Background: an optimization exercise with open tools, aiming at small area. Do not read the settings as production practice.
In this exercise RTL edits were held to simulation tests only and were not proved equivalent to the original.
Power is estimated from default activity; no workload was simulated.

==> design/flow/design.v <==
`timescale 1 ps/1 ps
module spi_slave_usb
  ( input             spiclk,    
    input             CS,
    input             SI,    
    output            SO,    
    input             rst,   
    output reg [7:0]  status3_pullup,  
    input [7:0]       status_reg3,
    input [7:0]       status3_clr_tog,
    output reg [7:0] vendor_cmd_buf0,  
    output reg [7:0] vendor_cmd_buf1,  
    output reg [7:0] vendor_cmd_buf2,  
    output reg [7:0] vendor_cmd_buf3,  
    output reg [7:0] vendor_cmd_buf4,  
    output reg [7:0] vendor_cmd_buf5,  
    output reg [7:0] vendor_cmd_buf6,  
    output reg [7:0] vendor_cmd_buf7,  
    output reg [7:0] vendor_cmd_buf8,  
    output reg [7:0] vendor_cmd_buf9,  
    output reg [7:0] vendor_cmd_buf10,  
    output reg [7:0] vendor_cmd_buf11,  
    output reg [7:0] vendor_cmd_buf12,  
    output [63:0] wdata, 
    output sram_wr_start,  
    output reg wr_8byte_done,
    input [63:0] rdata,  
    output sram_rd_start,
    output reg rd_8byte_done,  
    input [7:0] reg_status0,
    input [7:0] reg_status1,
    input [7:0] reg_status2
    );
parameter cnt_bit = 16;  
parameter cnt_byte = 13;  
reg [7:0] SI_shift;  
reg [7:0] SI_buf;
reg SO_o1;  
reg [7:0] SO_buf;
reg [cnt_bit :0] Bit; 
reg [cnt_bit :0] SI_bit_cnt; 
reg [cnt_byte:0] SI_byte_cnt; 
reg [2:0]state; 
reg [2:0]state_next; 
localparam IDLE                 =3'b000;    
localparam READ_CMD             =3'b001; 
localparam STATUS_READ          =3'b010; 
localparam VENDOR_CMD_WRITE     =3'b011;
localparam DATA_WRITE           =3'b100;
localparam DATA_READ            =3'b101;
reg byte_done;  
reg [7:0] cmd_bus; 
reg tran_end;
reg err_cmd;
wire status_rd_mode;
reg [63:0] data;  
wire vendor_wr_mode;
reg [15:0] data_len;  
reg [cnt_byte:0]total_data_bytelen; 
reg [2:0]sram_data_8bit_cnt; 
reg [2:0]sram_data_8byte_cnt; 
reg sram_8byte_done;
reg rd_byte_done;
reg [63:0]data_temp;
reg rd_cmd_end;
assign SO =( (CS==0) && (status_rd_mode==1 || sram_rd_start==1) )? SO_o1 : 1'b0;
always @(posedge spiclk or negedge rst)begin
    if (~rst)begin
        SI_shift <= 8'b0;
    end else begin
            if(CS)
                    SI_shift <= 8'b0;
            else 
                    SI_shift <= {SI_shift[6:0],SI};
        end
end
always @(posedge spiclk or negedge rst)begin
    if (~rst)begin
         SI_bit_cnt  <= 0;
         SI_byte_cnt <= 0;
         SI_buf <=0;
    end else if (CS ==0 )begin
        if (SI_bit_cnt==7)begin
            SI_bit_cnt <= 0;
            if (tran_end==1 || err_cmd==1)begin
                SI_byte_cnt <= 0;
            end else begin
                SI_byte_cnt <= SI_byte_cnt+1;
                SI_buf <=  {SI_shift[6:0],SI};  
            end
        end else begin
            SI_bit_cnt <= SI_bit_cnt+1;
        end
    end
end
always @(posedge spiclk or negedge rst)begin
    if (~rst)
        Bit <= 0;
    else if (tran_end==1 || err_cmd==1) 
        Bit <= 0;
    else if (CS==0)
        Bit <= Bit +1;
end
always @(posedge spiclk or negedge rst)begin
    if (~rst)begin
        cmd_bus <= 8'hff; 
    end else if (Bit == 0)begin  
            cmd_bus <= 8'hff;  
    end else if (Bit == 7 )begin  
            cmd_bus <= {SI_shift[6:0],SI};
    end
end
always @(posedge spiclk or negedge rst)begin
    if (~rst)begin
        state <= IDLE;
    end else begin
        state <= state_next;
    end
end
always @(*)begin  
tran_end =0;
err_cmd =0;
    case(state)
        IDLE:begin
                        if (CS==0)begin
                state_next = READ_CMD;
            end
            else begin
                state_next = IDLE;
            end
        end
                READ_CMD:begin
                        if(Bit==7 && ~SI_shift[3:1]==3'b0)begin
                            err_cmd = 1;
                        end
                        if(Bit==8)begin
                            case(cmd_bus)  
                                8'h00:begin 
                                            state_next = STATUS_READ; 
                                            end
                                8'h10:begin 
                                            state_next = VENDOR_CMD_WRITE; 
                                            end
                                8'h20:begin 
                                            state_next = DATA_WRITE; 
                                            end
                                8'h30:begin 
                                            state_next = DATA_READ; 
                                            end
                                default:begin
                                        state_next = IDLE;
                                        end
                            endcase
                        end
                        else begin
                            state_next = READ_CMD;
                        end
        end      
                STATUS_READ:begin
                        if(Bit==15'h27)begin 
                state_next = IDLE;
                tran_end = 1;
            end else begin               
                state_next = STATUS_READ;
            end
        end
                VENDOR_CMD_WRITE:begin
                        if(Bit==15'h6f)begin  
                state_next = IDLE;
                tran_end = 1;
                        end else begin
                state_next = VENDOR_CMD_WRITE;
            end
        end
                DATA_WRITE:begin  
                        if(SI_byte_cnt == total_data_bytelen && SI_bit_cnt ==7)begin 
                state_next = IDLE;
                tran_end = 1;
            end else begin
                state_next = DATA_WRITE;
            end
        end
        DATA_READ:begin  
                        if(SI_byte_cnt == total_data_bytelen && SI_bit_cnt ==7)begin 
                state_next = IDLE;
                tran_end = 1;
            end else begin 
                state_next = DATA_READ;
            end
        end
        default:begin
                state_next = IDLE;
              end
    endcase
end
assign status_rd_mode = (CS==0 && cmd_bus == 8'h00 )? 1'b1 : 1'b0;
assign vendor_wr_mode = (CS==0 && cmd_bus == 8'h10 )? 1'b1 : 1'b0;
assign sram_wr_start = (CS==0 && cmd_bus == 8'h20 )? 1'b1 : 1'b0;
assign sram_rd_start = (CS==0 && cmd_bus == 8'h30 )? 1'b1 : 1'b0;  
always @(negedge spiclk or negedge rst)begin  
   if (~rst)begin
        SO_o1 <= 0;
   end else begin
        if (status_rd_mode==1 || (sram_rd_start==1 && SI_byte_cnt>2) )  
           SO_o1 <= SO_buf[7-SI_bit_cnt]; 
        else
           SO_o1 <= 0;
   end
end
always @(posedge spiclk or negedge rst)begin 
   if (~rst)begin
        status3_pullup <= 1'b0;
   end else if (vendor_wr_mode==1'b1 && SI_byte_cnt<2)begin
        status3_pullup[0] <= 1'b1;
   end else if (sram_wr_start==1'b1 && SI_byte_cnt<2)begin
        status3_pullup[2] <= 1'b1;
   end else if (sram_rd_start==1'b1 && SI_byte_cnt<2)begin
        status3_pullup[1] <= 1'b1;
   end else begin
        status3_pullup <= 1'b0;
   end
end
always @(posedge spiclk or negedge rst)begin
    if (~rst)begin
         byte_done <=0;
    end else begin
            if (SI_bit_cnt ==6)begin
                byte_done <=1;
            end else begin
                byte_done <=0;
            end
    end
end
always @(posedge spiclk or negedge rst)begin
    if (~rst)begin
        vendor_cmd_buf0 <= 8'hf3;
        vendor_cmd_buf1 <= 8'hf4;
        vendor_cmd_buf2 <= 8'hf5;
        vendor_cmd_buf3 <= 8'hf6;
        vendor_cmd_buf4 <= 8'hf7;
        vendor_cmd_buf5 <= 8'hf8;
        vendor_cmd_buf6 <= 8'hf9;
        vendor_cmd_buf7 <= 8'hfa;
        vendor_cmd_buf8 <= 8'hfb;
        vendor_cmd_buf9 <= 8'hfc;
        vendor_cmd_buf10<= 8'hfd;
        vendor_cmd_buf11<= 8'hfe;
        vendor_cmd_buf12<= 8'hff;
    end else if (vendor_wr_mode==1)begin
        case(SI_byte_cnt[3:0])
            4'b0010: begin
                        vendor_cmd_buf0 <= SI_buf; 
                     end
            4'b0011: vendor_cmd_buf1 <= SI_buf;
            4'b0100: vendor_cmd_buf2 <= SI_buf;
            4'b0101: vendor_cmd_buf3 <= SI_buf;
            4'b0110: vendor_cmd_buf4 <= SI_buf;
            4'b0111: vendor_cmd_buf5 <= SI_buf;
            4'b1000: vendor_cmd_buf6 <= SI_buf;
            4'b1001: vendor_cmd_buf7 <= SI_buf;
            4'b1010: vendor_cmd_buf8 <= SI_buf;
            4'b1011: vendor_cmd_buf9 <= SI_buf;
            4'b1100: vendor_cmd_buf10 <= SI_buf;
            4'b1101: begin vendor_cmd_buf11 <= SI_buf; 
                        if (SI_bit_cnt==7)begin
                            vendor_cmd_buf12 <= {SI_shift[6:0],SI}; 
                        end
                     end
        endcase
    end 
end
always @(posedge spiclk or negedge rst)begin
    if (~rst)begin
        data_len <= 16'h0003;  
    end else if (sram_wr_start==1 || sram_rd_start==1)begin    
        if (SI_byte_cnt==2)
            data_len[15:8] <= SI_buf;
        else if (SI_byte_cnt==3)
            data_len[7:0] <= SI_buf;
    end
end
always @(posedge spiclk or negedge rst)begin
    if (~rst)begin
        total_data_bytelen <= 0;  
    end else if (sram_wr_start==1 ||  sram_rd_start==1)begin
        if (SI_byte_cnt < 3)
            total_data_bytelen <= data_len  + 3; 
        else
            total_data_bytelen <= data_len  + 2; 
    end
end
always @(posedge spiclk or negedge rst)begin  
    if (~rst)begin
        sram_data_8bit_cnt <= 0;
        sram_data_8byte_cnt <= 0;
        sram_8byte_done <= 0;
    end 
    else if (sram_wr_start==1 || sram_rd_start==1)begin  
        if (SI_byte_cnt >=3 ) begin
            sram_data_8bit_cnt <= sram_data_8bit_cnt +1;
            sram_8byte_done <= 0;
            if (sram_data_8bit_cnt ==7)begin
                sram_data_8bit_cnt <=0;
                sram_data_8byte_cnt <= sram_data_8byte_cnt+1;
                if(sram_data_8byte_cnt==7)begin
                    sram_data_8byte_cnt <= 0;
                    sram_8byte_done <= 1;
                end
            end
        end    
    end
end
always @(posedge spiclk or negedge rst)begin
    if (~rst)begin
        wr_8byte_done <= 0;
    end 
    else if(sram_wr_start==1 && SI_byte_cnt > 4 && ((sram_data_8byte_cnt==7 && sram_data_8bit_cnt > 6) || (sram_data_8byte_cnt==0 && sram_data_8bit_cnt < 2)) )begin 
        wr_8byte_done <= 1; 
    end 
    else begin
        wr_8byte_done <= 0;
    end
end
always @(posedge spiclk or negedge rst)begin
    if (~rst)begin
        rd_byte_done <= 0;
        rd_8byte_done <= 0;
    end else if (sram_rd_start==1 && SI_byte_cnt >= 2)begin  
            if (SI_bit_cnt ==6)begin
                rd_byte_done <=1;  
            end 
            else if (sram_rd_start==1 && sram_data_8byte_cnt==6 && sram_data_8bit_cnt<2 && SI_byte_cnt < data_len)begin  
                rd_8byte_done <= 1;
            end
            else begin
                rd_byte_done <=0;
                rd_8byte_done <= 0;
            end
    end
end
always @(posedge spiclk or negedge rst)begin
    if (~rst)begin
        data <= 0;
        data_temp <= 0;
        SO_buf <=0;
    end else if (sram_wr_start==1 && SI_byte_cnt >=3 && SI_bit_cnt==7)begin  
            data <= { {SI_shift[6:0]}, SI, {data[63:8]} };
    end else if (Bit==7)begin
            SO_buf <= reg_status0;  
    end else if (status_rd_mode==1 && byte_done)begin
         case(SI_byte_cnt[2:0])  
             3'b001: SO_buf <= reg_status1;
             3'b010: SO_buf <= reg_status2;
             3'b011: SO_buf <= status_reg3;
             default: SO_buf <= 0;
         endcase
    end else if (sram_rd_start==1)begin 
        if ( (SI_byte_cnt == 2 && SI_bit_cnt ==6) || (sram_data_8byte_cnt==7 && sram_data_8bit_cnt==6 ) )begin 
            data_temp <= rdata;
        end
        else if (SI_byte_cnt >= 2 && rd_byte_done==1 )begin
            SO_buf <= data_temp[8:0];
            data_temp <= data_temp >> 8;
        end
    end
end
assign wdata = data;
endmodule
`timescale 1 ps/1 ps
module spi_slave_CPU(
    input cpu_clk,
    input rstb,
    input [7:0] status3_setup_tog,  
    input [7:0] status3_clr_tog,  
    output reg [7:0] CPU_status_reg3  
);
reg [7:0] syc_status3_setup_tog_ff1;  
reg [7:0] syc_status3_setup_tog_ff2; 
reg [7:0] status3_clr_tog_s;
wire [7:0] reg_status3_clear = (status3_clr_tog & ~status3_clr_tog_s) | (~status3_clr_tog & status3_clr_tog_s);
always @(posedge cpu_clk or negedge rstb)begin
    if(rstb==0) syc_status3_setup_tog_ff1 <=0;
    else syc_status3_setup_tog_ff1 <= status3_setup_tog;
end
always @(posedge cpu_clk or negedge rstb)begin
    if(rstb==0) syc_status3_setup_tog_ff2 <=0;
    else syc_status3_setup_tog_ff2 <= syc_status3_setup_tog_ff1;
end
always @(negedge rstb or posedge cpu_clk) begin
   if(~rstb) begin
      status3_clr_tog_s <= 1'b0;
   end
   else begin
      status3_clr_tog_s <= status3_clr_tog;
   end
end
always @(posedge cpu_clk or negedge rstb)begin
    if (rstb==0)begin
        CPU_status_reg3 <= 8'h00;
    end else if (reg_status3_clear[2] == 1'b1)begin
        CPU_status_reg3[2] <= 1'b0;
    end else if (reg_status3_clear[1] == 1'b1)begin
        CPU_status_reg3[1] <= 1'b0;
    end else if (reg_status3_clear[0] == 1'b1)begin
        CPU_status_reg3[0] <= 1'b0;
    end else if ( |syc_status3_setup_tog_ff2[2:0] ==1'b1 )begin  
        if ( syc_status3_setup_tog_ff2[2] ==1'b1 )begin
            CPU_status_reg3[2] <= 1'b1;
        end else if ( syc_status3_setup_tog_ff2[1] ==1'b1 )begin
            CPU_status_reg3[1] <= 1'b1;
        end else if ( syc_status3_setup_tog_ff2[0] ==1'b1 )begin
            CPU_status_reg3[0] <= 1'b1;
        end
    end else begin
             CPU_status_reg3 <=  CPU_status_reg3;
    end
end
endmodule
`timescale 1 ps/1 ps
module sram_ctrl_CPU(
    input CS,
    input sram_wr_start,
    input [63:0]wdata,
    input wr_8byte_done,
    input sram_rd_start,
    input rd_8byte_done,
    input cpu_clk,
    input rstb,
    output CEN,
    output [7:0] WEN,
    output [16:0]A, 
    output [63:0]D, 
    input  [63:0]Q,  
    input ready,  
    input [7:0]wr_start_addr_HS,
    input [7:0]wr_start_addr_H, 
    input [7:0]wr_start_addr_L, 
    input [7:0]rd_start_addr_HS, 
    input [7:0]rd_start_addr_H, 
    input [7:0]rd_start_addr_L,
    output reg[63:0]rdata_cpu_sram 
);
reg sync_sram_wr_start_ff1;
reg sync_sram_wr_start_ff2;
reg sync_sram_wr_start_ff3; 
reg sync_wr_8byte_done_ff1;
reg sync_wr_8byte_done_ff2;
reg sync_wr_8byte_done_ff3; 
reg sync_sram_rd_start_ff1;
reg sync_sram_rd_start_ff2;
reg sync_sram_rd_start_ff3; 
reg sync_rd_8byte_done_ff1;
reg sync_rd_8byte_done_ff2;
reg sync_rd_8byte_done_ff3; 
reg wr_pulse_A;
reg wr_pulse_B;
wire wr_pulse;
reg rd_pulse_A;
reg rd_pulse_B;
reg rd_pulse_C; 
wire rd_pulse;
reg [13:0] wen_cnt; 
reg [16:0] A_temp_wr;
reg [16:0] A_temp_rd;
wire [16:0] A_wr_start;
wire [16:0] A_rd_start;
reg A_wr_keep; 
reg A_rd_keep;
reg [4:0]era_sram_rd_start_cnt;
always @(posedge cpu_clk or negedge rstb)begin
    if(rstb==0)
         era_sram_rd_start_cnt <=0;
    else if (CS==1)
         era_sram_rd_start_cnt <=0;
    else if (CS==0)
         era_sram_rd_start_cnt <= era_sram_rd_start_cnt+1;
end
always @(posedge cpu_clk or negedge rstb)begin
    if(rstb==0)
         sync_sram_wr_start_ff1 <=0;
    else
         sync_sram_wr_start_ff1 <= sram_wr_start;
end
always @(posedge cpu_clk or negedge rstb)begin
    if(rstb==0)
         sync_sram_wr_start_ff2 <=0;
    else
         sync_sram_wr_start_ff2 <= sync_sram_wr_start_ff1;
end
always @(posedge cpu_clk or negedge rstb)begin
    if(rstb==0)
         sync_sram_wr_start_ff3 <=0;
    else
         sync_sram_wr_start_ff3 <= sync_sram_wr_start_ff2;
end
always @(posedge cpu_clk or negedge rstb)begin
    if(rstb==0)
         sync_wr_8byte_done_ff1 <=0;
    else 
         sync_wr_8byte_done_ff1 <= wr_8byte_done;
end
always @(posedge cpu_clk or negedge rstb)begin
    if(rstb==0)
         sync_wr_8byte_done_ff2 <=0;
    else
         sync_wr_8byte_done_ff2 <= sync_wr_8byte_done_ff1;
end
always @(posedge cpu_clk or negedge rstb)begin
    if(rstb==0)
         sync_wr_8byte_done_ff3 <=0;
    else
         sync_wr_8byte_done_ff3 <= sync_wr_8byte_done_ff2;
end
always @(posedge cpu_clk or negedge rstb)begin
    if(rstb==0)
         sync_sram_rd_start_ff1 <=0;
    else if (era_sram_rd_start_cnt>3) 
         sync_sram_rd_start_ff1 <= sram_rd_start;
end
always @(posedge cpu_clk or negedge rstb)begin
    if(rstb==0)
         sync_sram_rd_start_ff2 <=0;
    else
         sync_sram_rd_start_ff2 <= sync_sram_rd_start_ff1;
end
always @(posedge cpu_clk or negedge rstb)begin
    if(rstb==0)
         sync_sram_rd_start_ff3 <=0;
    else
         sync_sram_rd_start_ff3 <= sync_sram_rd_start_ff2;
end
always @(posedge cpu_clk or negedge rstb)begin
    if(rstb==0)
         sync_rd_8byte_done_ff1 <=0;
    else
         sync_rd_8byte_done_ff1 <= rd_8byte_done;
end
always @(posedge cpu_clk or negedge rstb)begin
    if(rstb==0)
         sync_rd_8byte_done_ff2 <=0;
    else
         sync_rd_8byte_done_ff2 <= sync_rd_8byte_done_ff1;
end
always @(posedge cpu_clk or negedge rstb)begin
    if(rstb==0)
         sync_rd_8byte_done_ff3 <=0;
    else
         sync_rd_8byte_done_ff3 <= sync_rd_8byte_done_ff2;
end
always @(*)begin
    if (sync_wr_8byte_done_ff2 ==1 && sync_wr_8byte_done_ff3==0)
        wr_pulse_A =1;
    else
        wr_pulse_A =0;
end
always @(posedge cpu_clk or negedge rstb)begin
    if(rstb==0)
        wr_pulse_B <= 0;
    else if (ready == 0 && wr_pulse ==1) 
        wr_pulse_B <= 1; 
    else if (ready == 1)
        wr_pulse_B <= 0; 
end
assign wr_pulse = wr_pulse_A | wr_pulse_B;
always @(*)begin
    if ((sync_sram_rd_start_ff2 ==1 && sync_sram_rd_start_ff3 ==0) || (sync_rd_8byte_done_ff2 ==0 &&sync_rd_8byte_done_ff3 ==1))
        rd_pulse_A =1;
    else
        rd_pulse_A =0;
end
always @(posedge cpu_clk or negedge rstb)begin
    if(rstb==0)
        rd_pulse_B <= 0;
    else if (ready == 0 && rd_pulse ==1) 
        rd_pulse_B <= 1; 
    else if (ready == 1)
        rd_pulse_B <= 0;
end
assign rd_pulse = rd_pulse_A | rd_pulse_B;
assign CEN = (wr_pulse | rd_pulse) ? 1'b0 : 1'b1;  
assign WEN = wr_pulse==1'b1 ?  8'h00: 
             rd_pulse==1'b1 ?  8'hff: 8'hff;
assign A_wr_start = {{wr_start_addr_HS[0]},{wr_start_addr_H},{wr_start_addr_L}};
assign A_rd_start = {{rd_start_addr_HS[0]},{rd_start_addr_H},{rd_start_addr_L}};
always @(posedge cpu_clk or negedge rstb)begin
    if(rstb==0)begin
            wen_cnt <= 0;
    end else begin
            if(CS==1)begin
                wen_cnt <= 0;
            end else if(CEN==0 && rd_pulse_B==1)begin
                wen_cnt <= wen_cnt +1;
            end
    end
end
always @(posedge cpu_clk or negedge rstb)begin
    if(rstb==0)begin
        A_wr_keep <= 0;
    end else if (sync_sram_wr_start_ff3 ==1) begin
        A_wr_keep <= 1;
    end
end
always @(posedge cpu_clk or negedge rstb)begin
    if(rstb==0)begin
            A_temp_wr <= 0;
    end else begin
        if (A_wr_start!=1'b0 && wen_cnt==14'b0 && wr_pulse==1'b0 && A_wr_keep==1'b0 )begin 
            A_temp_wr <= A_wr_start;
        end else if (wr_pulse && ready==1)begin 
            A_temp_wr <= A_temp_wr + 8;
        end
    end
end
always @(posedge cpu_clk or negedge rstb)begin
    if(rstb==0)begin
        A_rd_keep <= 0;
    end else if (sync_sram_rd_start_ff3 ==1) begin
        A_rd_keep <= 1;
    end
end
always @(posedge cpu_clk or negedge rstb)begin
    if(rstb==0)begin
            A_temp_rd <= 0;
    end else begin
        if (A_rd_start!=1'b0 && wen_cnt==14'b0 && rd_pulse==1'b0 && A_rd_keep==1'b0 )begin 
            A_temp_rd <= A_rd_start;
        end else if (rd_pulse_B==1'b1 && ready==1)begin 
            A_temp_rd <= A_temp_rd + 8;
        end
    end
end
assign A = (wr_pulse) ? A_temp_wr : 
           (rd_pulse) ? A_temp_rd   : 20'h0; 
assign D = wr_pulse ? wdata : 0;
always @(posedge cpu_clk or negedge rstb)begin
    if(rstb==0)
         rd_pulse_C <=0;
    else
         rd_pulse_C <= rd_pulse_B ;
end
always @(posedge cpu_clk or negedge rstb)begin
    if(rstb==0)begin
            rdata_cpu_sram  <= 0;
    end else begin
        if (rd_pulse_C == 1)
            rdata_cpu_sram  <= Q;
    end
end
endmodule
`timescale 1ps/1ps
module cpu2apb
(
  clk,
  resetn,
  xaddress,
  xdatao,
  xdatai,
  xdataz,
  xdatawr,
  xdatard,
  ready,
  pclk,  
  presetn,
  paddr,
  penable,
  pwrite,
  pprot,
  pstrb,
  pwdata
  ,psel1
  ,pready1
  ,prdata1
  ,pslverr1
  ,reg_slverr_clr
  ,slverr      
);
input        clk;
input        resetn;
input[23:0]  xaddress;
input[7:0]   xdatao;
input        xdataz;
input        xdatawr;
input        xdatard;
output[7:0]  xdatai;
output       ready;
input        pclk;
input        presetn;
output[31:0] paddr;
reg   [31:0] paddr;
output       penable;
reg          penable;
output       pwrite;
reg          pwrite;
output[2:0]  pprot;
output       pstrb;
output[7:0]  pwdata;
  output      psel1;
  input       pready1;
  input[7:0] prdata1;
  input       pslverr1;
  input       reg_slverr_clr;
  output      slverr;
  reg         slverr;
wire        valid_cpu_cmd;
wire        pready_muxed;
wire [7:0] prdata_muxed;
reg  [2:0]  apb_state;
wire [2:0]  apb_state_idle;
wire [2:0]  apb_state_setup;
wire [2:0]  apb_state_access;
reg  [15:0] slave_select;
wire [15:0] pready_vector;
wire [15:0] pslverr_vector;
reg  [15:0] psel_vector;
wire        pslverr_muxed;
wire [7:0] prdata0_q;
wire [7:0] prdata1_q;
wire [7:0] prdata2_q;
wire [7:0] prdata3_q;
wire [7:0] prdata4_q;
wire [7:0] prdata5_q;
wire [7:0] prdata6_q;
wire [7:0] prdata7_q;
wire [7:0] prdata8_q;
wire [7:0] prdata9_q;
wire [7:0] prdata10_q;
wire [7:0] prdata11_q;
wire [7:0] prdata12_q;
wire [7:0] prdata13_q;
wire [7:0] prdata14_q;
wire [7:0] prdata15_q;
reg        ready_mask;
assign ready = (((apb_state == apb_state_idle)&(valid_cpu_cmd == 1'b1 ))|
                (apb_state == apb_state_setup)) ? 1'b0 : 1'b1;
assign xdatai = prdata_muxed;
reg [7:0]  pwdata;
assign pprot    = 3'h2;
assign pstrb    = 1'b1;
assign valid_cpu_cmd = xdatawr | xdatard;
always @(posedge clk or negedge resetn) begin
  if (resetn == 1'b0) begin
    ready_mask <= 1'b0;
  end else if (apb_state == apb_state_access && pready_muxed == 1'b1) begin 
    ready_mask <= 1'b1;
  end else begin  
    ready_mask <= 1'b0;
  end  
end
always @(posedge clk or negedge resetn) begin
  if (resetn == 1'b0) begin
    slverr <= 1'b0;
  end else if (reg_slverr_clr) begin 
    slverr <= 1'b0;
  end else if (apb_state == apb_state_access && pready_muxed == 1'b1) begin  
    slverr <= pslverr_muxed;
  end  
end
assign apb_state_idle   = 3'b001;
assign apb_state_setup  = 3'b010;
assign apb_state_access = 3'b100;
always @(posedge pclk or negedge presetn) begin
  if (presetn == 1'b0) begin
    apb_state   <= apb_state_idle;
    psel_vector <= 16'b0;
    penable     <= 1'b0;
    paddr       <= 1'b0;
    pwrite      <= 1'b0;
    pwdata      <= 8'b0;
  end  
  else begin
    if (apb_state == apb_state_idle) begin
      if (valid_cpu_cmd == 1'b1  ) begin
        apb_state   <= apb_state_setup;
        psel_vector <= slave_select;
        paddr       <= xaddress;
        pwrite      <= xdatawr;
        pwdata      <= xdatao;
      end  
    end
    if (apb_state == apb_state_setup) begin
        if (psel1) begin
            apb_state <= apb_state_access;
            penable   <= 1'b1;
        end else begin
            apb_state <= apb_state_idle;
            penable   <= 1'b0;
        end
    end
    if (apb_state == apb_state_access) begin
      if (pready_muxed == 1'b1) begin
        apb_state   <= apb_state_idle;      
        penable     <= 1'b0;
        psel_vector <= 'b0;
      end
    end
  end
end
always @(*) begin
  slave_select = 16'b0;
  case(xaddress[17])  
    1'b1 : slave_select[1]   = 1'b1;
    default : slave_select = 16'b0;
  endcase
end
assign pready_muxed  = |(psel_vector & pready_vector);
assign pslverr_muxed = |(psel_vector & pslverr_vector);
assign prdata_muxed  = prdata0_q  | prdata1_q  | prdata2_q  | prdata3_q  |
                       prdata4_q  | prdata5_q  | prdata6_q  | prdata7_q  |
                       prdata8_q  | prdata9_q  | prdata10_q | prdata11_q |
                       prdata12_q | prdata13_q | prdata14_q | prdata15_q ;
  assign pready_vector[0] = 1'b0;
  assign pslverr_vector[0] = 1'b0;
  assign prdata0_q        = 'b0;
  assign psel1            = psel_vector[1];
  assign pready_vector[1] = pready1;
  assign pslverr_vector[1] = pslverr1;
  assign prdata1_q        = (psel1 == 1'b1) ? prdata1 : 'b0;
  assign pready_vector[2] = 1'b0;
  assign pslverr_vector[2] = 1'b0;
  assign prdata2_q        = 'b0;
  assign pready_vector[3] = 1'b0;
  assign pslverr_vector[3] = 1'b0;
  assign prdata3_q        = 'b0;
  assign pready_vector[4] = 1'b0;
  assign pslverr_vector[4] = 1'b0;
  assign prdata4_q        = 'b0;
  assign pready_vector[5] = 1'b0;
  assign pslverr_vector[5] = 1'b0;
  assign prdata5_q        = 'b0;
  assign pready_vector[6] = 1'b0;
  assign pslverr_vector[6] = 1'b0;
  assign prdata6_q        = 'b0;
  assign pready_vector[7] = 1'b0;
  assign pslverr_vector[7] = 1'b0;
  assign prdata7_q        = 'b0;
  assign pready_vector[8] = 1'b0;
  assign pslverr_vector[8] = 1'b0;
  assign prdata8_q        = 'b0;
  assign pready_vector[9] = 1'b0;
  assign pslverr_vector[9] = 1'b0;
  assign prdata9_q        = 'b0;
  assign pready_vector[10] = 1'b0;
  assign pslverr_vector[10] = 1'b0;
  assign prdata10_q        = 'b0;
  assign pready_vector[11] = 1'b0;
  assign pslverr_vector[11] = 1'b0;
  assign prdata11_q        = 'b0;
  assign pready_vector[12] = 1'b0;
  assign pslverr_vector[12] = 1'b0;
  assign prdata12_q        = 'b0;
  assign pready_vector[13] = 1'b0;
  assign pslverr_vector[13] = 1'b0;
  assign prdata13_q        = 'b0;
  assign pready_vector[14] = 1'b0;
  assign pslverr_vector[14] = 1'b0;
  assign prdata14_q        = 'b0;
  assign pready_vector[15] = 1'b0;
  assign pslverr_vector[15] = 1'b0;
  assign prdata15_q        = 'b0;
endmodule
module reg_spi_slave_reg (
output reg [ 7: 0] reg_rdata_address_H,
output reg [ 7: 0] reg_rdata_address_HS,
output reg [ 7: 0] reg_rdata_address_L,
output reg [ 7: 0] reg_status0,
output reg [ 7: 0] reg_status1,
output reg [ 7: 0] reg_status2,
output reg [ 7: 0] reg_wdata_address_H,
output reg [ 7: 0] reg_wdata_address_HS,
output reg [ 7: 0] reg_wdata_address_L,
output reg [ 7: 0] reg_status3_clr,
input [ 7: 0] reg_status3,
input [ 7: 0] reg_vnedor_cmd0,
input [ 7: 0] reg_vnedor_cmd1,
input [ 7: 0] reg_vnedor_cmd10,
input [ 7: 0] reg_vnedor_cmd11,
input [ 7: 0] reg_vnedor_cmd12,
input [ 7: 0] reg_vnedor_cmd2,
input [ 7: 0] reg_vnedor_cmd3,
input [ 7: 0] reg_vnedor_cmd4,
input [ 7: 0] reg_vnedor_cmd5,
input [ 7: 0] reg_vnedor_cmd6,
input [ 7: 0] reg_vnedor_cmd7,
input [ 7: 0] reg_vnedor_cmd8,
input [ 7: 0] reg_vnedor_cmd9,
input         cpu_clk,
input         presetn,
input  [11:0] paddr,
input         pwrite,
input         psel,
input         penable,
input  [2:0]  pprot,     
input  [0:0]  pstrb,     
input  [7:0] pwdata,    
input         pready_ack,
output reg  [7:0] prdata,
output reg         pready,
output reg         pslverr
);
parameter RD=0;
parameter REG_SPI_SLAVE_REG_SPI_CFG_0 = 12'h0;
parameter REG_SPI_SLAVE_REG_SPI_CFG_1 = 12'h1;
parameter REG_SPI_SLAVE_REG_SPI_CFG_2 = 12'h2;
parameter REG_SPI_SLAVE_REG_SPI_CFG_3 = 12'h3;
parameter REG_SPI_SLAVE_REG_SPI_CFG_4 = 12'h4;
parameter REG_SPI_SLAVE_REG_SPI_CFG_5 = 12'h5;
parameter REG_SPI_SLAVE_REG_SPI_CFG_6 = 12'h6;
parameter REG_SPI_SLAVE_REG_SPI_CFG_7 = 12'h7;
parameter REG_SPI_SLAVE_REG_SPI_CFG_8 = 12'h8;
parameter REG_SPI_SLAVE_REG_SPI_CFG_9 = 12'h9;
parameter REG_SPI_SLAVE_REG_SPI_CFG_10 = 12'ha;
parameter REG_SPI_SLAVE_REG_SPI_CFG_11 = 12'hb;
parameter REG_SPI_SLAVE_REG_SPI_CFG_12 = 12'hc;
parameter REG_SPI_SLAVE_REG_SPI_CFG_13 = 12'hd;
parameter REG_SPI_SLAVE_REG_SPI_CFG_14 = 12'he;
parameter REG_SPI_SLAVE_REG_SPI_CFG_15 = 12'hf;
parameter REG_SPI_SLAVE_REG_SPI_CFG_16 = 12'h10;
parameter REG_SPI_SLAVE_REG_SPI_CFG_17 = 12'h11;
parameter REG_SPI_SLAVE_REG_SPI_CFG_18 = 12'h12;
parameter REG_SPI_SLAVE_REG_SPI_CFG_19 = 12'h13;
parameter REG_SPI_SLAVE_REG_SPI_CFG_20 = 12'h14;
parameter REG_SPI_SLAVE_REG_SPI_CFG_21 = 12'h15;
parameter REG_SPI_SLAVE_REG_SPI_CFG_22 = 12'h16;
parameter REG_STATUS0_INIT = 8'hf0;
parameter REG_STATUS1_INIT = 8'hf1;
parameter REG_STATUS2_INIT = 8'hf2;
parameter REG_STATUS3_INIT = 8'h06;
parameter REG_VNEDOR_CMD0_INIT = 8'hf3;
parameter REG_VNEDOR_CMD1_INIT = 8'hf4;
parameter REG_VNEDOR_CMD2_INIT = 8'hf5;
parameter REG_VNEDOR_CMD3_INIT = 8'hf6;
parameter REG_VNEDOR_CMD4_INIT = 8'hf7;
parameter REG_VNEDOR_CMD5_INIT = 8'hf8;
parameter REG_VNEDOR_CMD6_INIT = 8'hf9;
parameter REG_VNEDOR_CMD7_INIT = 8'hfa;
parameter REG_VNEDOR_CMD8_INIT = 8'hfb;
parameter REG_VNEDOR_CMD9_INIT = 8'hfc;
parameter REG_VNEDOR_CMD10_INIT = 8'hfd;
parameter REG_VNEDOR_CMD11_INIT = 8'hfe;
parameter REG_VNEDOR_CMD12_INIT = 8'hff;
parameter REG_WDATA_ADDRESS_HS_INIT = 8'h1;
parameter REG_WDATA_ADDRESS_H_INIT = 8'h2;
parameter REG_WDATA_ADDRESS_L_INIT = 8'h3;
parameter REG_RDATA_ADDRESS_HS_INIT = 8'h1;
parameter REG_RDATA_ADDRESS_H_INIT = 8'h2;
parameter REG_RDATA_ADDRESS_L_INIT = 8'h3;
reg pready_pre;
wire rdata_en = psel & ~pwrite;
wire rd_en    = penable & psel & ~pwrite & pready_pre;
wire wr_en = psel & pwrite & ~penable;
wire wr_en_mask = wr_en;
wire [7:0] pwstrb_mask = {{8{pstrb[0]}}};
wire [7:0] pwstrb_mask_pwdata = pwstrb_mask[7:0] & pwdata[7:0];
wire en_addr_0000 = (paddr[11:0] == REG_SPI_SLAVE_REG_SPI_CFG_0) & wr_en;
wire en_addr_0001 = (paddr[11:0] == REG_SPI_SLAVE_REG_SPI_CFG_1) & wr_en;
wire en_addr_0002 = (paddr[11:0] == REG_SPI_SLAVE_REG_SPI_CFG_2) & wr_en;
wire en_addr_0003 = (paddr[11:0] == REG_SPI_SLAVE_REG_SPI_CFG_3) & wr_en;
wire en_addr_0004 = (paddr[11:0] == REG_SPI_SLAVE_REG_SPI_CFG_4) & wr_en;
wire en_addr_0005 = (paddr[11:0] == REG_SPI_SLAVE_REG_SPI_CFG_5) & wr_en;
wire en_addr_0006 = (paddr[11:0] == REG_SPI_SLAVE_REG_SPI_CFG_6) & wr_en;
wire en_addr_0007 = (paddr[11:0] == REG_SPI_SLAVE_REG_SPI_CFG_7) & wr_en;
wire en_addr_0008 = (paddr[11:0] == REG_SPI_SLAVE_REG_SPI_CFG_8) & wr_en;
wire en_addr_0009 = (paddr[11:0] == REG_SPI_SLAVE_REG_SPI_CFG_9) & wr_en;
wire en_addr_000a = (paddr[11:0] == REG_SPI_SLAVE_REG_SPI_CFG_10) & wr_en;
wire en_addr_000b = (paddr[11:0] == REG_SPI_SLAVE_REG_SPI_CFG_11) & wr_en;
wire en_addr_000c = (paddr[11:0] == REG_SPI_SLAVE_REG_SPI_CFG_12) & wr_en;
wire en_addr_000d = (paddr[11:0] == REG_SPI_SLAVE_REG_SPI_CFG_13) & wr_en;
wire en_addr_000e = (paddr[11:0] == REG_SPI_SLAVE_REG_SPI_CFG_14) & wr_en;
wire en_addr_000f = (paddr[11:0] == REG_SPI_SLAVE_REG_SPI_CFG_15) & wr_en;
wire en_addr_0010 = (paddr[11:0] == REG_SPI_SLAVE_REG_SPI_CFG_16) & wr_en;
wire en_addr_0011 = (paddr[11:0] == REG_SPI_SLAVE_REG_SPI_CFG_17) & wr_en;
wire en_addr_0012 = (paddr[11:0] == REG_SPI_SLAVE_REG_SPI_CFG_18) & wr_en;
wire en_addr_0013 = (paddr[11:0] == REG_SPI_SLAVE_REG_SPI_CFG_19) & wr_en;
wire en_addr_0014 = (paddr[11:0] == REG_SPI_SLAVE_REG_SPI_CFG_20) & wr_en;
wire en_addr_0015 = (paddr[11:0] == REG_SPI_SLAVE_REG_SPI_CFG_21) & wr_en;
wire en_addr_0016 = (paddr[11:0] == REG_SPI_SLAVE_REG_SPI_CFG_22) & wr_en;
reg [7:0] prdata_p;
reg        pslverr_p;
always@* begin : REG_PRDATA
    pslverr_p = 1'b0;
    case(paddr[11:0])
      REG_SPI_SLAVE_REG_SPI_CFG_0  : prdata_p =  {reg_status0[7:0]} ;
      REG_SPI_SLAVE_REG_SPI_CFG_1  : prdata_p =  {reg_status1[7:0]} ;
      REG_SPI_SLAVE_REG_SPI_CFG_2  : prdata_p =  {reg_status2[7:0]} ;
      REG_SPI_SLAVE_REG_SPI_CFG_3  : prdata_p =  {reg_status3[7:0]} ;
      REG_SPI_SLAVE_REG_SPI_CFG_4  : prdata_p =  {reg_vnedor_cmd0[7:0]} ;
      REG_SPI_SLAVE_REG_SPI_CFG_5  : prdata_p =  {reg_vnedor_cmd1[7:0]} ;
      REG_SPI_SLAVE_REG_SPI_CFG_6  : prdata_p =  {reg_vnedor_cmd2[7:0]} ;
      REG_SPI_SLAVE_REG_SPI_CFG_7  : prdata_p =  {reg_vnedor_cmd3[7:0]} ;
      REG_SPI_SLAVE_REG_SPI_CFG_8  : prdata_p =  {reg_vnedor_cmd4[7:0]} ;
      REG_SPI_SLAVE_REG_SPI_CFG_9  : prdata_p =  {reg_vnedor_cmd5[7:0]} ;
      REG_SPI_SLAVE_REG_SPI_CFG_10 : prdata_p =  {reg_vnedor_cmd6[7:0]} ;
      REG_SPI_SLAVE_REG_SPI_CFG_11 : prdata_p =  {reg_vnedor_cmd7[7:0]} ;
      REG_SPI_SLAVE_REG_SPI_CFG_12 : prdata_p =  {reg_vnedor_cmd8[7:0]} ;
      REG_SPI_SLAVE_REG_SPI_CFG_13 : prdata_p =  {reg_vnedor_cmd9[7:0]} ;
      REG_SPI_SLAVE_REG_SPI_CFG_14 : prdata_p =  {reg_vnedor_cmd10[7:0]} ;
      REG_SPI_SLAVE_REG_SPI_CFG_15 : prdata_p =  {reg_vnedor_cmd11[7:0]} ;
      REG_SPI_SLAVE_REG_SPI_CFG_16 : prdata_p =  {reg_vnedor_cmd12[7:0]} ;
      REG_SPI_SLAVE_REG_SPI_CFG_17 : prdata_p =  {reg_wdata_address_HS[7:0]} ;
      REG_SPI_SLAVE_REG_SPI_CFG_18 : prdata_p =  {reg_wdata_address_H[7:0]} ;
      REG_SPI_SLAVE_REG_SPI_CFG_19 : prdata_p =  {reg_wdata_address_L[7:0]} ;
      REG_SPI_SLAVE_REG_SPI_CFG_20 : prdata_p =  {reg_rdata_address_HS[7:0]} ;
      REG_SPI_SLAVE_REG_SPI_CFG_21 : prdata_p =  {reg_rdata_address_H[7:0]} ;
      REG_SPI_SLAVE_REG_SPI_CFG_22 : prdata_p =  {reg_rdata_address_L[7:0]} ;
      default:begin
          prdata_p = 8'h00;
          pslverr_p = 1'b0;
        end
    endcase
end
always @(posedge cpu_clk or negedge presetn)
begin:blk_prdata_pslverr
  if(~presetn) begin
    prdata <= 8'h0;
  end
  else if(rdata_en) begin
    prdata <= prdata_p;
  end
end
always @(posedge cpu_clk or negedge presetn) 
begin:blk_pready_pre
  if(~presetn)
    pready_pre <= 1'b0;
  else if(psel & !penable)
    pready_pre <= 1'b1;
  else
    pready_pre <= 1'b0;
end
always @(posedge cpu_clk or negedge presetn) 
begin:blk_pready_pslverr
  if(~presetn) begin
    pready  <= 1'b1;
    pslverr <= 1'b1;
  end
  else if(pready) begin
    pready  <= 1'b0;
    pslverr <= 1'b0;
  end
  else if(psel & pready_ack) begin
    pready  <= 1'b1;
    pslverr <= pslverr_p;
  end
end
always @(posedge cpu_clk or negedge presetn)
begin:addr_h0_blk_SPI_CFG_0
  if(~presetn) begin
    reg_status0[7:0] <= REG_STATUS0_INIT[7:0];
  end
  else if(en_addr_0000) begin
    reg_status0[7:0] <= (~pwstrb_mask[7:0] & reg_status0[7:0]) |  pwstrb_mask_pwdata[7:0]; 
  end
end
always @(posedge cpu_clk or negedge presetn)
begin:addr_h1_blk_SPI_CFG_1
  if(~presetn) begin
    reg_status1[7:0] <= REG_STATUS1_INIT[7:0];
  end
  else if(en_addr_0001) begin
    reg_status1[7:0] <= (~pwstrb_mask[7:0] & reg_status1[7:0]) |  pwstrb_mask_pwdata[7:0]; 
  end
end
always @(posedge cpu_clk or negedge presetn)
begin:addr_h2_blk_SPI_CFG_2
  if(~presetn) begin
    reg_status2[7:0] <= REG_STATUS2_INIT[7:0];
  end
  else if(en_addr_0002) begin
    reg_status2[7:0] <= (~pwstrb_mask[7:0] & reg_status2[7:0]) |  pwstrb_mask_pwdata[7:0]; 
  end
end
always @(posedge cpu_clk or negedge presetn)
begin:addr_h3_blk_SPI_CFG_3
  if(~presetn) begin
    reg_status3_clr[7:0] <= 8'h0;
  end
  else if(en_addr_0003) begin
    reg_status3_clr[7:0] <= reg_status3_clr[7:0] ^ pwstrb_mask_pwdata[7:0];
  end
end
always @(posedge cpu_clk or negedge presetn)
begin:addr_h11_blk_SPI_CFG_17
  if(~presetn) begin
    reg_wdata_address_HS[7:0] <= REG_WDATA_ADDRESS_HS_INIT[7:0];
  end
  else if(en_addr_0011) begin
    reg_wdata_address_HS[7:0] <= (~pwstrb_mask[7:0] & reg_wdata_address_HS[7:0]) |  pwstrb_mask_pwdata[7:0]; 
  end
end
always @(posedge cpu_clk or negedge presetn)
begin:addr_h12_blk_SPI_CFG_18
  if(~presetn) begin
    reg_wdata_address_H[7:0] <= REG_WDATA_ADDRESS_H_INIT[7:0];
  end
  else if(en_addr_0012) begin
    reg_wdata_address_H[7:0] <= (~pwstrb_mask[7:0] & reg_wdata_address_H[7:0]) |  pwstrb_mask_pwdata[7:0]; 
  end
end
always @(posedge cpu_clk or negedge presetn)
begin:addr_h13_blk_SPI_CFG_19
  if(~presetn) begin
    reg_wdata_address_L[7:0] <= REG_WDATA_ADDRESS_L_INIT[7:0];
  end
  else if(en_addr_0013) begin
    reg_wdata_address_L[7:0] <= (~pwstrb_mask[7:0] & reg_wdata_address_L[7:0]) |  pwstrb_mask_pwdata[7:0]; 
  end
end
always @(posedge cpu_clk or negedge presetn)
begin:addr_h14_blk_SPI_CFG_20
  if(~presetn) begin
    reg_rdata_address_HS[7:0] <= REG_RDATA_ADDRESS_HS_INIT[7:0];
  end
  else if(en_addr_0014) begin
    reg_rdata_address_HS[7:0] <= (~pwstrb_mask[7:0] & reg_rdata_address_HS[7:0]) |  pwstrb_mask_pwdata[7:0]; 
  end
end
always @(posedge cpu_clk or negedge presetn)
begin:addr_h15_blk_SPI_CFG_21
  if(~presetn) begin
    reg_rdata_address_H[7:0] <= REG_RDATA_ADDRESS_H_INIT[7:0];
  end
  else if(en_addr_0015) begin
    reg_rdata_address_H[7:0] <= (~pwstrb_mask[7:0] & reg_rdata_address_H[7:0]) |  pwstrb_mask_pwdata[7:0]; 
  end
end
always @(posedge cpu_clk or negedge presetn)
begin:addr_h16_blk_SPI_CFG_22
  if(~presetn) begin
    reg_rdata_address_L[7:0] <= REG_RDATA_ADDRESS_L_INIT[7:0];
  end
  else if(en_addr_0016) begin
    reg_rdata_address_L[7:0] <= (~pwstrb_mask[7:0] & reg_rdata_address_L[7:0]) |  pwstrb_mask_pwdata[7:0]; 
  end
end
endmodule  
`timescale 1 ps/1 ps
module spi_slave_top(
input reset_spi, 
input spiclk,
input CS,  
input SI,
output SO,
output [7:0] WEN_o,  
output [16:0]A_o,  
output [63:0]D_o,  
input  [63:0]Q,  
input ready,
output CEN_N,  
output wr,
output rd,
input cpu_clk,
input reset_cpu, 
output [7:0] xdatai_cpu2apb,
output ready_cpu2apb,
input [7:0] xdatao,
input [23:0] xaddress,
input xdatawr,
input xdatard
);
wire CEN;
wire [7:0] WEN;
assign CEN_N = ~CEN;
assign WEN_o = WEN;
assign wr = ( (&WEN[7:0])==0 && CEN ==0)? 1'b1 : 1'b0; 
assign rd = (WEN==8'hff && CEN ==0)? 1'b1 : 1'b0; 
wire [7:0] status3_pullup;
wire [7:0] CPUout_status_reg3;
wire [63:0] wdata_fsm;
wire [63:0] wdata_usb_o;
wire [63:0] rdata_cpu_o;
wire sram_wr_start;
wire wr_8byte_done_fsm;
wire sram_rd_start_fsm;
wire rd_8byte_done_o;
wire [31:0] paddr;
wire [2:0] pprot;
wire [7:0] pwdata;
wire [7:0] prdata1;
wire [7:0] vendor_cmd_buf0;                   
wire [7:0] vendor_cmd_buf1;                   
wire [7:0] vendor_cmd_buf2;                  
wire [7:0] vendor_cmd_buf3;                   
wire [7:0] vendor_cmd_buf4;                   
wire [7:0] vendor_cmd_buf5;                   
wire [7:0] vendor_cmd_buf6;                   
wire [7:0] vendor_cmd_buf7;                   
wire [7:0] vendor_cmd_buf8;                   
wire [7:0] vendor_cmd_buf9;                   
wire [7:0] vendor_cmd_buf10;                   
wire [7:0] vendor_cmd_buf11;                   
wire [7:0] vendor_cmd_buf12; 
wire [7:0] reg_status0;
wire [7:0] reg_status1;
wire [7:0] reg_status2;
wire [7:0] reg_status3_clear;
wire [7:0] status3_clr_tog;
wire [7:0] reg_wdata_address_HS;
wire [7:0] reg_wdata_address_H;
wire [7:0] reg_wdata_address_L;
wire [7:0] reg_rdata_address_HS;
wire [7:0] reg_rdata_address_H;
wire [7:0] reg_rdata_address_L;
spi_slave_usb u_spi_slave_usb(
                          .spiclk               (spiclk), 
                          .CS                   (CS),
                          .SI                   (SI), 
                          .SO                   (SO),       
                          .rst                  (reset_spi),
                          .status3_pullup       (status3_pullup), 
                          .status_reg3          (CPUout_status_reg3),  
                          .status3_clr_tog     (status3_clr_tog), 
                          .vendor_cmd_buf0      (vendor_cmd_buf0),
                          .vendor_cmd_buf1      (vendor_cmd_buf1),
                          .vendor_cmd_buf2      (vendor_cmd_buf2),
                          .vendor_cmd_buf3      (vendor_cmd_buf3),
                          .vendor_cmd_buf4      (vendor_cmd_buf4),
                          .vendor_cmd_buf5      (vendor_cmd_buf5),
                          .vendor_cmd_buf6      (vendor_cmd_buf6),
                          .vendor_cmd_buf7      (vendor_cmd_buf7),
                          .vendor_cmd_buf8      (vendor_cmd_buf8),
                          .vendor_cmd_buf9      (vendor_cmd_buf9),
                          .vendor_cmd_buf10     (vendor_cmd_buf10),
                          .vendor_cmd_buf11     (vendor_cmd_buf11),
                          .vendor_cmd_buf12     (vendor_cmd_buf12),
                          .wdata                (wdata_fsm),  
                          .sram_wr_start        (sram_wr_start), 
                          .wr_8byte_done        (wr_8byte_done_fsm), 
                          .rdata                (rdata_cpu_o),  
                          .sram_rd_start        (sram_rd_start_fsm),
                          .rd_8byte_done        (rd_8byte_done_o),
                          .reg_status0          (reg_status0),
                          .reg_status1          (reg_status1),
                          .reg_status2          (reg_status2)
                         );
spi_slave_CPU u_spi_slave_CPU(
                           .cpu_clk              (cpu_clk),
                           .rstb                 (reset_cpu),
                           .status3_setup_tog    (status3_pullup), 
                           .status3_clr_tog     (status3_clr_tog), 
                           .CPU_status_reg3      (CPUout_status_reg3) 
                          );
sram_ctrl_CPU u_sram_ctrl_CPU(      
                            .CS                  (CS), 
                            .sram_wr_start       (sram_wr_start),
                            .wdata               (wdata_fsm),  
                            .wr_8byte_done        (wr_8byte_done_fsm),  
                            .sram_rd_start       (sram_rd_start_fsm),  
                            .rd_8byte_done        (rd_8byte_done_o), 
                            .cpu_clk            (cpu_clk),  
                            .rstb               (reset_cpu),  
                            .CEN                (CEN),  
                            .WEN                (WEN),  
                            .A                  (A_o),  
                            .D                  (D_o),  
                            .Q                  (Q),  
                            .ready              (ready),  
                            .wr_start_addr_HS   (reg_wdata_address_HS), 
                            .wr_start_addr_H    (reg_wdata_address_H), 
                            .wr_start_addr_L    (reg_wdata_address_L), 
                            .rd_start_addr_HS   (reg_rdata_address_HS ), 
                            .rd_start_addr_H    (reg_rdata_address_H ), 
                            .rd_start_addr_L    (reg_rdata_address_L ),  
                            .rdata_cpu_sram     (rdata_cpu_o)
                    );
cpu2apb u_cpu2apb ( 
                   .xdatai              (xdatai_cpu2apb),         
                   .ready               (ready_cpu2apb),          
                   .paddr               (paddr[31:0]),
                   .penable             (penable),
                   .pwrite              (pwrite),
                   .pprot               (pprot[2:0]),
                   .pstrb               (pstrb),
                   .pwdata              (pwdata[7:0]),
                   .psel1               (psel1),
                   .slverr              (),                       
                   .clk                 (cpu_clk),                        
                   .resetn              (reset_cpu),              
                   .xaddress    (xaddress),
                   .xdatao              (xdatao),
                   .xdatawr             (xdatawr),
                   .xdatard             (xdatard),
                   .pclk                (cpu_clk),
                   .presetn             (reset_cpu),
                   .pready1             (pready1),
                   .prdata1             (prdata1[7:0]),
                   .pslverr1    (pslverr1),
                   .reg_slverr_clr      (1'b0)
);                        
wire [11:0] paddr_sel;
assign paddr_sel =  { {7'b0000000} , {paddr[4:0]} };
reg_spi_slave_reg u_reg_spi_slave_reg(
           .cpu_clk                     (cpu_clk),
               .presetn                 (reset_cpu),
           .paddr                       (paddr_sel[11:0]),
               .pwrite                  (pwrite),
               .psel                    (psel1),
               .penable                 (penable),
               .pprot                   (pprot[2:0]),
               .pstrb                   (pstrb),
               .pwdata                  (pwdata[7:0]),
           .pready_ack      (1'b1),
           .prdata          (prdata1),
           .pready          (pready1),
           .pslverr         (pslverr1),
            .reg_rdata_address_HS    (reg_rdata_address_HS),
            .reg_rdata_address_H     (reg_rdata_address_H),
            .reg_rdata_address_L     (reg_rdata_address_L),
            .reg_status0             (reg_status0),
            .reg_status1             (reg_status1),
            .reg_status2             (reg_status2),
            .reg_wdata_address_HS    (reg_wdata_address_HS),
            .reg_wdata_address_H     (reg_wdata_address_H),
            .reg_wdata_address_L     (reg_wdata_address_L),
            .reg_status3_clr         (status3_clr_tog),
            .reg_status3            (CPUout_status_reg3),
            .reg_vnedor_cmd0        (vendor_cmd_buf0),
            .reg_vnedor_cmd1        (vendor_cmd_buf1),       
            .reg_vnedor_cmd2        (vendor_cmd_buf2),
            .reg_vnedor_cmd3        (vendor_cmd_buf3),
            .reg_vnedor_cmd4        (vendor_cmd_buf4),
            .reg_vnedor_cmd5        (vendor_cmd_buf5),
            .reg_vnedor_cmd6        (vendor_cmd_buf6),
            .reg_vnedor_cmd7        (vendor_cmd_buf7),
            .reg_vnedor_cmd8        (vendor_cmd_buf8),
            .reg_vnedor_cmd9        (vendor_cmd_buf9),
            .reg_vnedor_cmd10       (vendor_cmd_buf10),
            .reg_vnedor_cmd11       (vendor_cmd_buf11),
            .reg_vnedor_cmd12       (vendor_cmd_buf12)
);
endmodule
module spi2usb_sync (
    input         clk,
    input         rst_n,
    input         CS,
    input         SI,
    output        SO,
    output [7:0]  WEN_o,
    output [16:0] A_o,
    output [63:0] D_o,
    input  [63:0] Q,
    input         ready,
    output        CEN_N,
    output        wr,
    output        rd,
    output [7:0]  xdatai_cpu2apb,
    output        ready_cpu2apb,
    input  [7:0]  xdatao,
    input  [23:0] xaddress,
    input         xdatawr,
    input         xdatard
);
spi_slave_top u_top (
    .reset_spi      (rst_n),
    .spiclk         (clk),
    .CS             (CS),
    .SI             (SI),
    .SO             (SO),
    .WEN_o          (WEN_o),
    .A_o            (A_o),
    .D_o            (D_o),
    .Q              (Q),
    .ready          (ready),
    .CEN_N          (CEN_N),
    .wr             (wr),
    .rd             (rd),
    .cpu_clk        (clk),
    .reset_cpu      (rst_n),
    .xdatai_cpu2apb (xdatai_cpu2apb),
    .ready_cpu2apb  (ready_cpu2apb),
    .xdatao         (xdatao),
    .xaddress       (xaddress),
    .xdatawr        (xdatawr),
    .xdatard        (xdatard)
);
endmodule
==> design/flow/run.sh <==
#!/bin/bash
# synth_recipe.tcl (not shown) runs the flow's synth.tcl, then flattens the netlist and writes it again
# the make line also repeats each setting of config.mk as NAME=value (left out here)
make -C /OpenROAD-flow-scripts/flow DESIGN_CONFIG=/design/flow/config.mk WORK_HOME=/design/flow/orfs CLKGATE_MAP_FILE= SYNTH_SCRIPT=/design/flow/synth_recipe.tcl finish
==> design/flow/config.mk <==
export PLATFORM = sky130hd
export DESIGN_NAME = spi2usb_sync
export DESIGN_NICKNAME = spi2usb_sync
export VERILOG_FILES = /design/flow/design.v
export SDC_FILE = /design/flow/constraint.sdc
export NUM_CORES = 4
export LEC_CHECK = 0
export CAP_MARGIN = 20
export CORE_MARGIN = 2
export CORE_UTILIZATION = 40
export SLEW_MARGIN = 20
==> design/flow/constraint.sdc <==
create_clock -name core_clock -period 10.0 [get_ports {clk}]
set_input_delay 2.0000 -clock core_clock [delete_from_list [all_inputs] [get_ports {clk}]]
set_output_delay 2.0000 -clock core_clock [all_outputs]
set_load 0.01 [all_outputs]
==> results of run 1 <==
[stage by stage]
stage               hold WS, ns    util  std cells
global placement         0.3388  0.4420       3517
floorplan                0.3312       -       2506
global route             0.3592  0.4739       3641
detailed placement       0.3358  0.4422       3517
CTS                      0.3490  0.4736       3641
finish                   0.3476  0.4739       3641
[Yosys cell counts (7+ instances only)]
master / count / area (sq um)
nand3b_1: 7 / 52.55
o21ai_1: 20 / 100.1
buf_1: 13 / 48.80
buf_6: 9 / 101.4
nand4_1: 39 / 244.0
a221oi_1: 8 / 70.07
o21ai_0: 145 / 725.7
nor2_1: 146 / 548.0
dfrtp_1: 490 / 12260
nor4_1: 32 / 200.2
a21o_1: 8 / 60.06
nor3b_1: 7 / 52.55
nor3_1: 42 / 210.2
ha_1: 40 / 500.5
nor2b_1: 16 / 100.1
or3_1: 12 / 75.07
and2_1: 80 / 500.5
a22oi_1: 49 / 367.9
nand2b_1: 9 / 56.30
a22o_1: 9 / 78.83
dfstp_2: 116 / 3048
a31oi_1: 15 / 93.84
mux2_2: 338 / 3806
nand2_1: 274 / 1028
buf_2: 18 / 90.09
clkbuf_1: 89 / 334.1
buf_4: 8 / 60.06
xnor2_1: 42 / 367.9
and4_1: 8 / 70.07
inv_1: 51 / 191.4
mux2i_1: 74 / 740.7
a32oi_1: 9 / 78.83
and3_1: 16 / 100.1
xor2_1: 49 / 429.2
a21oi_1: 50 / 250.2
nand3_1: 69 / 345.3
[final timing paths]
check,slack (ns),cells past startpoint,endpoint
worst min-delay path,0.35,0,u_top.u_sram_ctrl_CPU.sync_rd_8byte_done_ff2
max in group asynchronous,3.37,1,u_top.u_spi_slave_usb.SO_o1
worst max register to register,2.68,5,u_top.u_spi_slave_usb.SO_o1
worst max-delay path,1.11,3,SO
worst min register to register,0.35,0,u_top.u_sram_ctrl_CPU.sync_rd_8byte_done_ff2
min in group asynchronous,1.32,1,u_top.u_spi_slave_usb.data[13]
[metal layers]
layer	GRT usage	vias to the layer above	wire length, um
li1	-	9169	-
met1	0.2814	10209	33520
met2	0.3474	560	37070
met3	0.04125	149	4533
met4	0.06637	2	2292
met5	0	-	13
[area by class of cell]
class                   count  area share
well taps                 940     0.03544
clock buffers             102     0.05907
inverters                  51    0.005768
clock inverters            22    0.007087
repair buffers            209     0.06217
multi-input cells        1710      0.3684
flip-flops and latches    607      0.4621
[critical path, delay by kind of cell, from the launching register on]
family / cells / cell delay [ns]
flip-flops: 1 / 0.38
buffers and inverters: 1 / 0.60
AND/OR/NAND/NOR: 1 / 0.25
AO/OA/AOI/OAI: 1 / 0.07
[sequential cells by signal, indices dropped and copies added, names as in the netlist, 16 cells and up]
register,count
u_top.u_spi_slave_usb.data,64
u_top.u_spi_slave_usb.data_temp,64
u_top.u_sram_ctrl_CPU.rdata_cpu_sram,64
u_top.u_spi_slave_usb.Bit,17
u_top.u_spi_slave_usb.SI_bit_cnt,17
u_top.u_sram_ctrl_CPU.A_temp_rd,17
u_top.u_sram_ctrl_CPU.A_temp_wr,17
u_top.u_spi_slave_usb.data_len,16
[cells by family after synthesis]
| logic type | synth area share |
|---|---|
| xor gates and xnor gates | 0.02815 |
| muxes | 0.1646 |
| and+or+nand+nor | 0.1355 |
| buffers and inverters | 0.02934 |
| DFF | 0.5416 |
| AOI/OAI and AO/OA | 0.08325 |
| adders and majority gates | 0.01767 |
[power by group]
part	switching, mW	internal [mW]	total [mW]
sequential	0.385	2.80	3.19
clock	1.03	1.42	2.45
combinational	0.409	0.412	0.821
total	1.83	4.64	6.46
==> results.sh, run 1 <==
export IMPL_status="finished clean"
export IMPL_worstSetupStartpointType="flip-flop"
export IMPL_cts_root_buf="clkbuf_16"
export IMPL_layout_common_cells="dfrtp_1, mux2_2, nand2_1, clkdlybuf4s50_1"
export IMPL_drv_slew=0
export IMPL_die_area_sq_um=72940
export IMPL_multi_input_area_sq_um=12230
export IMPL_area_growth_pct=17.21
export IMPL_yosysWarnings=11
export IMPL_worst_slew_pin_slew_ns=1.154
export IMPL_p_total_mw=6.463
export IMPL_ir_drop_uv=142.4
export IMPL_cpPeakStageDelay_ns=0.60
export IMPL_fin_nets=2791
export IMPL_fp_dieW_um=270.1
export IMPL_drtAntennaViolNets=0
export IMPL_async_flop_share=1.000
export IMPL_synth_top_flop_cell="dfrtp_1"
export IMPL_numCtsBuffers=69
export IMPL_cts_resized_gates=0
export IMPL_vias=20089
export IMPL_core_area_sq_um=70030
export IMPL_cts_tree="built"
export IMPL_n_fill_cell=6362
export IMPL_syn_num_nets=2649
export IMPL_yosysSeqAreaShare=0.5416
export IMPL_start_util=0.4043
export IMPL_required_ns=8.00
export IMPL_overflow=0
export IMPL_synth_edf_count=0
export IMPL_r2r_start="u_top.u_spi_slave_usb.SI_byte_cnt[9]"
export IMPL_clk_latency_ns=0.61
export IMPL_crit_path_end_kind="output port"
export IMPL_cts_setup_buffers=0
export IMPL_synth_area_per_cell_sq_um=11.30
export IMPL_final_common_cell="dfrtp_1"
export IMPL_p_leak_nw=14.87
export IMPL_worstPathMaxFanout=1
export IMPL_slew_headroom=0.2277
export IMPL_dr_first_iter_drc_count=1621
export IMPL_antenna_cells=0
export IMPL_hpwlAfterDp_um=53620
export IMPL_rsz0062_at_grt="no"
export IMPL_hp_start="u_top.u_sram_ctrl_CPU.sync_rd_8byte_done_ff1"
export IMPL_finalWorstSetupSlack_ns=1.105
export IMPL_gp_congestion=0.9250
export IMPL_regArea_sq_um=15340
export IMPL_h_tree_depth=3
export IMPL_hold_viol_final=0
export IMPL_setup_tns_final_ns=0
export IMPL_grt_first_pass_wirelength_um=121000
export IMPL_stdcell_area_sq_um=33190
export IMPL_grt_pass1_vias=20261
export IMPL_finClkSkew_ns=0.02244
export IMPL_port_buffer_count=186
export IMPL_setup_viol=0
export IMPL_pre_cts_ws_ns=1.681
export IMPL_grt_usage=0.2113
export IMPL_drv_cap=0
export IMPL_first_pass_iters=5
export IMPL_drive_above_1_share=0.2258
export IMPL_synth_area_sq_um=28320
export IMPL_via_per_inst=5.517
export IMPL_crit_slowest_cell="clkdlybuf4s50_1"
export IMPL_grt_max_degree=172
export IMPL_clock_sinks=607
export IMPL_postCtsHoldBufs=0
export IMPL_hold_path_class="reg2reg"
export IMPL_synth_seq_cells=607
export IMPL_crit_chain="o21ai_0, nor2_1, clkdlybuf4s50_1"
export IMPL_synth_cells=2506
export IMPL_ctsLongestPathBuffers=3
export IMPL_crit_type="reg2out"
export IMPL_cp_arrival_ns=6.89
export IMPL_fp_dieH_um=270.1
export IMPL_yosysUniqueCellTypes=79
export IMPL_antenna_found_initial=3
export IMPL_drc=0
export IMPL_ios=205
export IMPL_placed_area_sq_um=30970
export IMPL_p_per_area_nw_per_um2=194.7
export IMPL_cp_startpoint="u_top.u_spi_slave_usb.SO_o1"
export IMPL_routed_wl_um=77430
export IMPL_wl_per_cell_um=21.26
export IMPL_rows=97
export IMPL_clkTransAtPathRegs_ns=0.06
==> run 2: changes to the inputs <==
--- a/design/flow/config.mk
+++ b/design/flow/config.mk
@@ -7,5 +7,6 @@
 export LEC_CHECK = 0
 export CAP_MARGIN = 20
 export CORE_MARGIN = 2
-export CORE_UTILIZATION = 40
+export CORE_UTILIZATION = 70
+export CTS_BUF_LIST = sky130_fd_sc_hd__clkbuf_4
 export SLEW_MARGIN = 20
==> run 2 against run 1 <==
Effect of this change:
- still clean
- clock skew rose by 0.094 ns
- final cell count fell by 6.9%
- first-iteration DRC count rose by 30%
- design area fell by 2.0%
- total power fell by 4.1%
- utilization rose by 34 points
==> results.sh, run 2 <==
export IMPL_grt_usage=0.3610
export IMPL_hold_end="u_top.u_sram_ctrl_CPU.sync_sram_wr_start_ff2"
export IMPL_synth_area_per_cell_sq_um=11.30
export IMPL_drv_slew=0
export IMPL_fin_nets=2879
export IMPL_antenna_found_initial=5
export IMPL_slew_headroom=0.2997
export IMPL_fp_dieW_um=205.1
export IMPL_clock_sinks=607
export IMPL_n_fill_cell=2389
export IMPL_clk_latency_ns=0.92
export IMPL_gp_congestion=0.9859
export IMPL_numCtsBuffers=157
export IMPL_postCtsHoldBufs=0
export IMPL_worst_slew_pin_slew_ns=1.047
export IMPL_yosysMostFrequentCell="dfrtp_1"
export IMPL_setup_tns_final_ns=0
export IMPL_synth_area_sq_um=28320
export IMPL_rsz0062_at_grt="no"
export IMPL_cts_setup_buffers=0
export IMPL_via_per_inst=6.252
export IMPL_status="finished clean"
export IMPL_first_pass_iters=8
export IMPL_cp_arrival_ns=7.04
export IMPL_reg2reg_setup_slack_ns=2.53
export IMPL_synth_cells=2506
export IMPL_yosys_area_top_type="dfrtp_1"
export IMPL_hpwlAfterDp_um=50030
export IMPL_crit_type="reg2out"
export IMPL_min_delay_path_depth=0
export IMPL_synth_edf_count=0
export IMPL_cts_resized_gates=0
export IMPL_final_common_cell="dfrtp_1"
export IMPL_worstSetupStartpointType="flip-flop"
export IMPL_drive_above_1_share=0.2667
export IMPL_crit_path_end_kind="output port"
export IMPL_yosysUniqueCellTypes=79
export IMPL_drtAntennaViolNets=0
export IMPL_port_buffer_count=186
export IMPL_layout_common_cells="dfrtp_1, mux2_2, nand2_1, clkbuf_4, clkdlybuf4s50_1"
export IMPL_hold_viol_final=0
export IMPL_routed_wl_um=74010
export IMPL_cts_tree="built"
export IMPL_hold_path_class="reg2reg"
export IMPL_grt_pass1_vias=21527
export IMPL_rows=73
export IMPL_grt_max_degree=129
export IMPL_yosysWarnings=11
export IMPL_synth_top_flop_cell="dfrtp_1"
export IMPL_synth_seq_cells=607
export IMPL_grt_first_pass_wirelength_um=116600
export IMPL_clkTransAtPathRegs_ns=0.07
export IMPL_synthDominantCellAreaShare=0.4330
export IMPL_drv_cap=0
export IMPL_finClkSkew_ns=0.1162
export IMPL_start_util=0.7110
export IMPL_drc=0
export IMPL_cp_startpoint="u_top.u_spi_slave_usb.SO_o1"
export IMPL_required_ns=8.00
export IMPL_synth_area_leaders="dfrtp_1, mux2_2, dfstp_2"
export IMPL_syn_num_nets=2649
export IMPL_ctsLongestPathBuffers=3
export IMPL_ir_drop_uv=200.1
export IMPL_worstRegToRegCells=5
export IMPL_p_per_area_nw_per_um2=190.6
export IMPL_synth_common_cells="dfrtp_1, mux2_2, nand2_1"
export IMPL_timing_rr_end="u_top.u_spi_slave_usb.SO_o1"
export IMPL_largestRegisters="u_top.u_spi_slave_usb.data x64, u_top.u_spi_slave_usb.data_temp x64, u_top.u_sram_ctrl_CPU.rdata_cpu_sram x64"
export IMPL_area_growth_pct=14.88
export IMPL_vias=21188
export IMPL_p_leak_nw=15.03
export IMPL_yosysSeqAreaShare=0.5416
export IMPL_p_total_mw=6.200
export IMPL_fp_dieH_um=205.1
export IMPL_core_area_sq_um=39820
export IMPL_cts_root_buf="clkbuf_4"
export IMPL_hp_start="u_top.u_sram_ctrl_CPU.sync_sram_wr_start_ff1"
export IMPL_worstPathMaxFanout=1
export IMPL_wl_per_cell_um=21.84
export IMPL_r2r_start="u_top.u_spi_slave_usb.SI_byte_cnt[9]"
export IMPL_die_area_sq_um=42080
export IMPL_dr_first_iter_drc_count=2103
export IMPL_overflow=0
export IMPL_h_tree_depth=4
export IMPL_async_flop_share=1.000
export IMPL_setup_viol=0
export IMPL_ios=205
[run 2: routing by layer]
metal | GRT usage | share of wire | vias up
met4 | 0.1621 | 0.039 | 4
met2 | 0.5852 | 0.49 | 973
met3 | 0.08479 | 0.079 | 237
met1 | 0.4660 | 0.40 | 10520
met5 | 0 | 0.00042 | -
li1 | - | - | 9454
[run 2: logic make-up (layout without fill, tap and decap cells)]
family / Yosys count / after routing / synth area share
compound gates: 375 / 375 / 0.08325
xor+xnor: 91 / 91 / 0.02815
fa+ha+maj: 40 / 40 / 0.01767
buf+inv: 189 / 544 / 0.02934
flops: 607 / 607 / 0.5416
mux: 420 / 420 / 0.1646
other cells: 0 / 3 / 0
simple gates: 784 / 784 / 0.1355
[run 2: layout make-up]
type,instances,area [sq um],share of cell area
diodes,3,7.507,0.0002308
well taps,525,656.9,0.02019
flip-flops and latches,607,15340,0.4715
repair buffers,209,2063,0.06343
inverters,51,191.4,0.005885
multi-input cells,1710,12220,0.3756
clock inverters,40,222.7,0.006847
clock buffers,244,1832,0.05631
[run 2: power breakdown]
group	switching [mW]	total (mW)	internal, mW
sequential	0.396	3.20	2.80
combinational	0.410	0.822	0.411
clock	1.02	2.18	1.16
total	1.83	6.20	4.37
[run 2: worst max-delay path, cell delays in order (launching register included)]
cell and delay (ns):
dfrtn_1 0.38, o21ai_0 0.07, nor2_1 0.21, clkdlybuf4s50_1 0.58
[run 2: worst max-delay path by stage]
| stage | end | slack, ns | cells after the start |
|---|---|---|---|
| floorplan | u_top.u_spi_slave_usb.SO_o1 | 2.28 | 4 |
| global placement | u_top.u_spi_slave_usb.SO_o1 | 1.54 | 5 |
| detailed placement | u_top.u_spi_slave_usb.SO_o1 | 1.51 | 5 |
| CTS | SO | 0.91 | 3 |
| global route | SO | 0.89 | 3 |
| finish | SO | 0.96 | 3 |
[run 2: stage by stage]
stage / hold WS (ns) / setup slack, ns / cell area, sq um / utilization / cells
after floorplan: 0.3312 / 2.282 / 28320 / - / 2506
after global placement: 0.3339 / 1.540 / 30410 / 0.7637 / 3101
after detailed placement: 0.3355 / 1.505 / 30410 / 0.7637 / 3101
after CTS: 0.3503 / 0.9072 / 32470 / 0.8153 / 3385
after global routing: 0.3510 / 0.8873 / 32530 / 0.8168 / 3388
final: 0.3479 / 0.9608 / 32530 / 0.8168 / 3389
